Background: an optimization exercise with open tools, aiming at small area and a short achievable clock period. Do not read the settings as production practice. Power and IR drop assume default switching activity.

==> inputs of run a <==
==> flow/design.v (excerpt) <==
module parameterized_signed_alu #(parameter in_data_width=16,out_data_width=16,arith_out_data_width=32)(
input signed [in_data_width-1:0]A,B,
input clk,rst,
input [3:0]alu_fn,
output shift_flag,arith_flag,logic_flag,cmp_flag,carry_out,
output [out_data_width-1:0]shift_out,logic_out,cmp_out,
output signed[arith_out_data_width-1:0] arith_out
);
export LEC_CHECK = 0
export ABC_AREA = 1
export CAP_MARGIN = 20
export CORE_MARGIN = 2
export CORE_UTILIZATION = 40
export SLEW_MARGIN = 20
export SYNTH_HIERARCHICAL = 1
export SYNTH_MINIMUM_KEEP_SIZE = 0
create_clock -name core_clock -period 85.0 [get_ports {clk}]
run.sh (not shown) runs the stock make flow with config.mk's settings and CLKGATE_MAP_FILE= SYNTH_SCRIPT=/design/flow/synth_recipe.tcl, a recipe that flattens the netlist after the stock synthesis.
==> inputs of run b, as changes to run a <==
--- a/flow/design.v
+++ b/flow/design.v
@@ -434,92 +434,92 @@
   end endgenerate
   wire [1:0] d1_c15;
   assign d1_c15[0] = 1'b1;
   assign d1_c15[1:1] = d1_g15 | (d1_h15 & d1_c15[0:0]);
   assign q1[15] = d1_c15[1] & ~nzab1[1];
-  wire [1:0] d1_x14 = {(q1[15] ? (d1_h15 ^ d1_c15[0:0]) : d1_x15), ua[14]};
+  wire [1:0] d1_x14 = {(d1_x15 ^ ({1{q1[15]}} & (d1_nd[0:0] ^ d1_c15[0:0]))), ua[14]};
   wire [1:0] d1_h14, d1_g14;
   generate for (d1_i = 0; d1_i < 2; d1_i = d1_i + 1) begin : d1_hr14
     alu_ha d1_u_ha (.a(d1_x14[d1_i]), .b(d1_nd[d1_i]), .s(d1_h14[d1_i]), .co(d1_g14[d1_i]));
   end endgenerate
   wire [2:0] d1_c14;
   assign d1_c14[0] = 1'b1;
   assign d1_c14[2:1] = d1_g14 | (d1_h14 & d1_c14[1:0]);
   assign q1[14] = d1_c14[2] & ~nzab1[2];
-  wire [2:0] d1_x13 = {(q1[14] ? (d1_h14 ^ d1_c14[1:0]) : d1_x14), ua[13]};
+  wire [2:0] d1_x13 = {(d1_x14 ^ ({2{q1[14]}} & (d1_nd[1:0] ^ d1_c14[1:0]))), ua[13]};
   wire [2:0] d1_h13, d1_g13;
   generate for (d1_i = 0; d1_i < 3; d1_i = d1_i + 1) begin : d1_hr13
     alu_ha d1_u_ha (.a(d1_x13[d1_i]), .b(d1_nd[d1_i]), .s(d1_h13[d1_i]), .co(d1_g13[d1_i]));
   end endgenerate
   wire [3:0] d1_c13;
   assign d1_c13[0] = 1'b1;
   assign d1_c13[3:1] = d1_g13 | (d1_h13 & d1_c13[2:0]);
   assign q1[13] = d1_c13[3] & ~nzab1[3];
-  wire [3:0] d1_x12 = {(q1[13] ? (d1_h13 ^ d1_c13[2:0]) : d1_x13), ua[12]};
+  wire [3:0] d1_x12 = {(d1_x13 ^ ({3{q1[13]}} & (d1_nd[2:0] ^ d1_c13[2:0]))), ua[12]};
   wire [3:0] d1_h12, d1_g12;
   generate for (d1_i = 0; d1_i < 4; d1_i = d1_i + 1) begin : d1_hr12
     alu_ha d1_u_ha (.a(d1_x12[d1_i]), .b(d1_nd[d1_i]), .s(d1_h12[d1_i]), .co(d1_g12[d1_i]));
   end endgenerate
   wire [4:0] d1_c12;
   assign d1_c12[0] = 1'b1;
   assign d1_c12[4:1] = d1_g12 | (d1_h12 & d1_c12[3:0]);
   assign q1[12] = d1_c12[4] & ~nzab1[4];
-  wire [4:0] d1_x11 = {(q1[12] ? (d1_h12 ^ d1_c12[3:0]) : d1_x12), ua[11]};
+  wire [4:0] d1_x11 = {(d1_x12 ^ ({4{q1[12]}} & (d1_nd[3:0] ^ d1_c12[3:0]))), ua[11]};
   wire [4:0] d1_h11, d1_g11;
   generate for (d1_i = 0; d1_i < 5; d1_i = d1_i + 1) begin : d1_hr11
     alu_ha d1_u_ha (.a(d1_x11[d1_i]), .b(d1_nd[d1_i]), .s(d1_h11[d1_i]), .co(d1_g11[d1_i]));
   end endgenerate
   wire [5:0] d1_c11;
   assign d1_c11[0] = 1'b1;
   assign d1_c11[5:1] = d1_g11 | (d1_h11 & d1_c11[4:0]);
   assign q1[11] = d1_c11[5] & ~nzab1[5];
-  wire [5:0] d1_x10 = {(q1[11] ? (d1_h11 ^ d1_c11[4:0]) : d1_x11), ua[10]};
+  wire [5:0] d1_x10 = {(d1_x11 ^ ({5{q1[11]}} & (d1_nd[4:0] ^ d1_c11[4:0]))), ua[10]};
   wire [5:0] d1_h10, d1_g10;
   generate for (d1_i = 0; d1_i < 6; d1_i = d1_i + 1) begin : d1_hr10
     alu_ha d1_u_ha (.a(d1_x10[d1_i]), .b(d1_nd[d1_i]), .s(d1_h10[d1_i]), .co(d1_g10[d1_i]));
   end endgenerate
   wire [6:0] d1_c10;
   assign d1_c10[0] = 1'b1;
   assign d1_c10[6:1] = d1_g10 | (d1_h10 & d1_c10[5:0]);
   assign q1[10] = d1_c10[6] & ~nzab1[6];
-  wire [6:0] d1_x9 = {(q1[10] ? (d1_h10 ^ d1_c10[5:0]) : d1_x10), ua[9]};
+  wire [6:0] d1_x9 = {(d1_x10 ^ ({6{q1[10]}} & (d1_nd[5:0] ^ d1_c10[5:0]))), ua[9]};
   wire [6:0] d1_h9, d1_g9;
   generate for (d1_i = 0; d1_i < 7; d1_i = d1_i + 1) begin : d1_hr9
     alu_ha d1_u_ha (.a(d1_x9[d1_i]), .b(d1_nd[d1_i]), .s(d1_h9[d1_i]), .co(d1_g9[d1_i]));
   end endgenerate
   wire [7:0] d1_c9;
   assign d1_c9[0] = 1'b1;
   assign d1_c9[7:1] = d1_g9 | (d1_h9 & d1_c9[6:0]);
   assign q1[9] = d1_c9[7] & ~nzab1[7];
-  wire [7:0] d1_x8 = {(q1[9] ? (d1_h9 ^ d1_c9[6:0]) : d1_x9), ua[8]};
+  wire [7:0] d1_x8 = {(d1_x9 ^ ({7{q1[9]}} & (d1_nd[6:0] ^ d1_c9[6:0]))), ua[8]};
   wire [7:0] d1_h8, d1_g8;
   generate for (d1_i = 0; d1_i < 8; d1_i = d1_i + 1) begin : d1_hr8
     alu_ha d1_u_ha (.a(d1_x8[d1_i]), .b(d1_nd[d1_i]), .s(d1_h8[d1_i]), .co(d1_g8[d1_i]));
   end endgenerate
   wire [8:0] d1_c8;
   assign d1_c8[0] = 1'b1;
   assign d1_c8[8:1] = d1_g8 | (d1_h8 & d1_c8[7:0]);
   assign q1[8] = d1_c8[8] & ~nzab1[8];
-  wire [8:0] d1_x7 = {(q1[8] ? (d1_h8 ^ d1_c8[7:0]) : d1_x8), ua[7]};
+  wire [8:0] d1_x7 = {(d1_x8 ^ ({8{q1[8]}} & (d1_nd[7:0] ^ d1_c8[7:0]))), ua[7]};
   wire [8:0] d1_h7, d1_g7;
   generate for (d1_i = 0; d1_i < 9; d1_i = d1_i + 1) begin : d1_hr7
     alu_ha d1_u_ha (.a(d1_x7[d1_i]), .b(d1_nd[d1_i]), .s(d1_h7[d1_i]), .co(d1_g7[d1_i]));
   end endgenerate
   wire [9:0] d1_c7;
   assign d1_c7[0] = 1'b1;
   assign d1_c7[9:1] = d1_g7 | (d1_h7 & d1_c7[8:0]);
   assign q1[7] = d1_c7[9] & ~nzab1[9];
-  wire [9:0] d1_x6 = {(q1[7] ? (d1_h7 ^ d1_c7[8:0]) : d1_x7), ua[6]};
+  wire [9:0] d1_x6 = {(d1_x7 ^ ({9{q1[7]}} & (d1_nd[8:0] ^ d1_c7[8:0]))), ua[6]};
   wire [9:0] d1_h6, d1_g6;
   generate for (d1_i = 0; d1_i < 10; d1_i = d1_i + 1) begin : d1_hr6
     alu_ha d1_u_ha (.a(d1_x6[d1_i]), .b(d1_nd[d1_i]), .s(d1_h6[d1_i]), .co(d1_g6[d1_i]));
   end endgenerate
   wire [10:0] d1_c6;
   assign d1_c6[0] = 1'b1;
   assign d1_c6[10:1] = d1_g6 | (d1_h6 & d1_c6[9:0]);
   assign q1[6] = d1_c6[10] & ~nzab1[10];
-  assign r1 = q1[6] ? (d1_h6 ^ d1_c6[9:0]) : d1_x6;
+  assign r1 = d1_x6 ^ ({10{q1[6]}} & (d1_nd[9:0] ^ d1_c6[9:0]));
 wire [DSW-1:0] ds = {A[15] ^ B[15], ub, r1, q1, ua[K0-1:0]};
 wire [15:0] lres = (alu_fn[0] ? (A | B) : (A & B)) ^ {16{alu_fn[1]}};
 wire [15:0] sx = alu_fn[1] ? B : A;
 wire [15:0] sres = alu_fn[0] ? {sx[14:0], 1'b0} : {1'b0, sx[15:1]};
 wire eq = (sum[15:0] == 16'd0);
@@ -579,47 +579,47 @@
   end endgenerate
   wire [11:0] d2_c5;
   assign d2_c5[0] = 1'b1;
   assign d2_c5[11:1] = d2_g5 | (d2_h5 & d2_c5[10:0]);
   assign q2[5] = d2_c5[11] & ~nzab2[11];
-  wire [11:0] d2_x4 = {(q2[5] ? (d2_h5 ^ d2_c5[10:0]) : d2_x5), d_ax[4]};
+  wire [11:0] d2_x4 = {(d2_x5 ^ ({11{q2[5]}} & (d2_nd[10:0] ^ d2_c5[10:0]))), d_ax[4]};
   wire [11:0] d2_h4, d2_g4;
   generate for (d2_i = 0; d2_i < 12; d2_i = d2_i + 1) begin : d2_hr4
     alu_ha d2_u_ha (.a(d2_x4[d2_i]), .b(d2_nd[d2_i]), .s(d2_h4[d2_i]), .co(d2_g4[d2_i]));
   end endgenerate
   wire [12:0] d2_c4;
   assign d2_c4[0] = 1'b1;
   assign d2_c4[12:1] = d2_g4 | (d2_h4 & d2_c4[11:0]);
   assign q2[4] = d2_c4[12] & ~nzab2[12];
-  wire [12:0] d2_x3 = {(q2[4] ? (d2_h4 ^ d2_c4[11:0]) : d2_x4), d_ax[3]};
+  wire [12:0] d2_x3 = {(d2_x4 ^ ({12{q2[4]}} & (d2_nd[11:0] ^ d2_c4[11:0]))), d_ax[3]};
   wire [12:0] d2_h3, d2_g3;
   generate for (d2_i = 0; d2_i < 13; d2_i = d2_i + 1) begin : d2_hr3
     alu_ha d2_u_ha (.a(d2_x3[d2_i]), .b(d2_nd[d2_i]), .s(d2_h3[d2_i]), .co(d2_g3[d2_i]));
   end endgenerate
   wire [13:0] d2_c3;
   assign d2_c3[0] = 1'b1;
   assign d2_c3[13:1] = d2_g3 | (d2_h3 & d2_c3[12:0]);
   assign q2[3] = d2_c3[13] & ~nzab2[13];
-  wire [13:0] d2_x2 = {(q2[3] ? (d2_h3 ^ d2_c3[12:0]) : d2_x3), d_ax[2]};
+  wire [13:0] d2_x2 = {(d2_x3 ^ ({13{q2[3]}} & (d2_nd[12:0] ^ d2_c3[12:0]))), d_ax[2]};
   wire [13:0] d2_h2, d2_g2;
   generate for (d2_i = 0; d2_i < 14; d2_i = d2_i + 1) begin : d2_hr2
     alu_ha d2_u_ha (.a(d2_x2[d2_i]), .b(d2_nd[d2_i]), .s(d2_h2[d2_i]), .co(d2_g2[d2_i]));
   end endgenerate
   wire [14:0] d2_c2;
   assign d2_c2[0] = 1'b1;
   assign d2_c2[14:1] = d2_g2 | (d2_h2 & d2_c2[13:0]);
   assign q2[2] = d2_c2[14] & ~nzab2[14];
-  wire [14:0] d2_x1 = {(q2[2] ? (d2_h2 ^ d2_c2[13:0]) : d2_x2), d_ax[1]};
+  wire [14:0] d2_x1 = {(d2_x2 ^ ({14{q2[2]}} & (d2_nd[13:0] ^ d2_c2[13:0]))), d_ax[1]};
   wire [14:0] d2_h1, d2_g1;
   generate for (d2_i = 0; d2_i < 15; d2_i = d2_i + 1) begin : d2_hr1
     alu_ha d2_u_ha (.a(d2_x1[d2_i]), .b(d2_nd[d2_i]), .s(d2_h1[d2_i]), .co(d2_g1[d2_i]));
   end endgenerate
   wire [15:0] d2_c1;
   assign d2_c1[0] = 1'b1;
   assign d2_c1[15:1] = d2_g1 | (d2_h1 & d2_c1[14:0]);
   assign q2[1] = d2_c1[15] & ~nzab2[15];
-  wire [15:0] d2_x0 = {(q2[1] ? (d2_h1 ^ d2_c1[14:0]) : d2_x1), d_ax[0]};
+  wire [15:0] d2_x0 = {(d2_x1 ^ ({15{q2[1]}} & (d2_nd[14:0] ^ d2_c1[14:0]))), d_ax[0]};
   wire [15:0] d2_h0, d2_g0;
   generate for (d2_i = 0; d2_i < 16; d2_i = d2_i + 1) begin : d2_hr0
     alu_ha d2_u_ha (.a(d2_x0[d2_i]), .b(d2_nd[d2_i]), .s(d2_h0[d2_i]), .co(d2_g0[d2_i]));
   end endgenerate
   wire [16:0] d2_c0;
Settings changed: CORE_UTILIZATION 40 to 70.
==> qor summary <==
|  | run b | run a |
|---|---|---|
| Transition time at the pin with the least slew margin | 1.08 ns | 0.875 ns |
| Clk pwr share | 0.038 | 0.045 |
| Met2 global-route usage | 0.744 | 0.419 |
| Clk power | 0.0000260 W | 0.0000285 W |
| Die ar. | 23900 um2 | 40700 um2 |
| Area of the placeable core | 22400 um2 | 38600 um2 |
| Signal buffers share of area | 0.0762 | 0.0799 |
| Start-to-end type of the worst setup path | in -> reg | reg -> out |
| Met3 demand-to-capacity share in global routing | 0.0782 | 0.0224 |
| Number of tap instances | 285 | 518 |
| Post-layout power | 0.000684 W | 0.000630 W |
| Fraction of the yosys area taken by sequential cells | 0.0621 | 0.0630 |
| Cells after DPL | 2577 | 2647 |
| Outcome | finished clean | finished clean |
| Delay of the slowest cell on the worst path | 0.70 ns | 0.62 ns |
| Non-clock buffer total of the final layout | 140 | 150 |
| Horizontal extent of the die | 155 um | 202 um |
| Setup ws final | 45.78 ns | 31.95 ns |
| Number of design-rule violations left by the first detailed-router iteration | 1652 | 1113 |
| Maximum fanout encountered on the critical timing path | 13 | 32 |
| CP max stage cell | sky130_fd_sc_hd__clkdlybuf4s50_1 | sky130_fd_sc_hd__o21ai_4 |
| Total via count after detailed routing | 15902 | 14680 |
| Net switching power | 0.000398 W | 0.000338 W |
| Critical Path End | w[24]$_DFF_P_ | arith_out[16] |
| Number of antenna repair diodes | 1 | 0 |
| Area of combinational cells with multiple inputs | 13300 um2 | 13500 um2 |
| Global-route wire length before repair | 83500 um | 82000 um |
No run of this note included a check of the RTL's function; only the layout flow was run.

## re-timing with driven ports
No port has a modelled driver above. Below, the same layouts with a new extraction and two added sets of constraints. Step 1 sets driving cells, clkbuf_16 on the clock port and buf_2 on the other inputs (assumed; they add their load-dependent delay and slew). Step 2 also shifts input and output timing later by t, the mid clock arrival at the registers, as if the neighbouring blocks saw the same clock. Slacks: ideal ports / drivers / drivers and shift; pairs: ideal ports / drivers.
run | t (ns) | slack for setup (ns) | hold slack, ns | slew at the worst register clock pin (ns) | cell pins on the clock port's net
run a | 0.333 | 31.947 / 31.908 / 32.241 | 16.923 / 16.925 / 17.258 | 0.07 / 0.07 | 1
run b | 0.333 | 45.782 / 45.794 / 45.462 | 16.914 / 16.940 / 17.273 | 0.07 / 0.07 | 1
After both steps every run listed still meets setup and hold. The setup slack of run b, which loses most, moves by +0.012 ns with the drivers and by -0.320 ns with both steps.
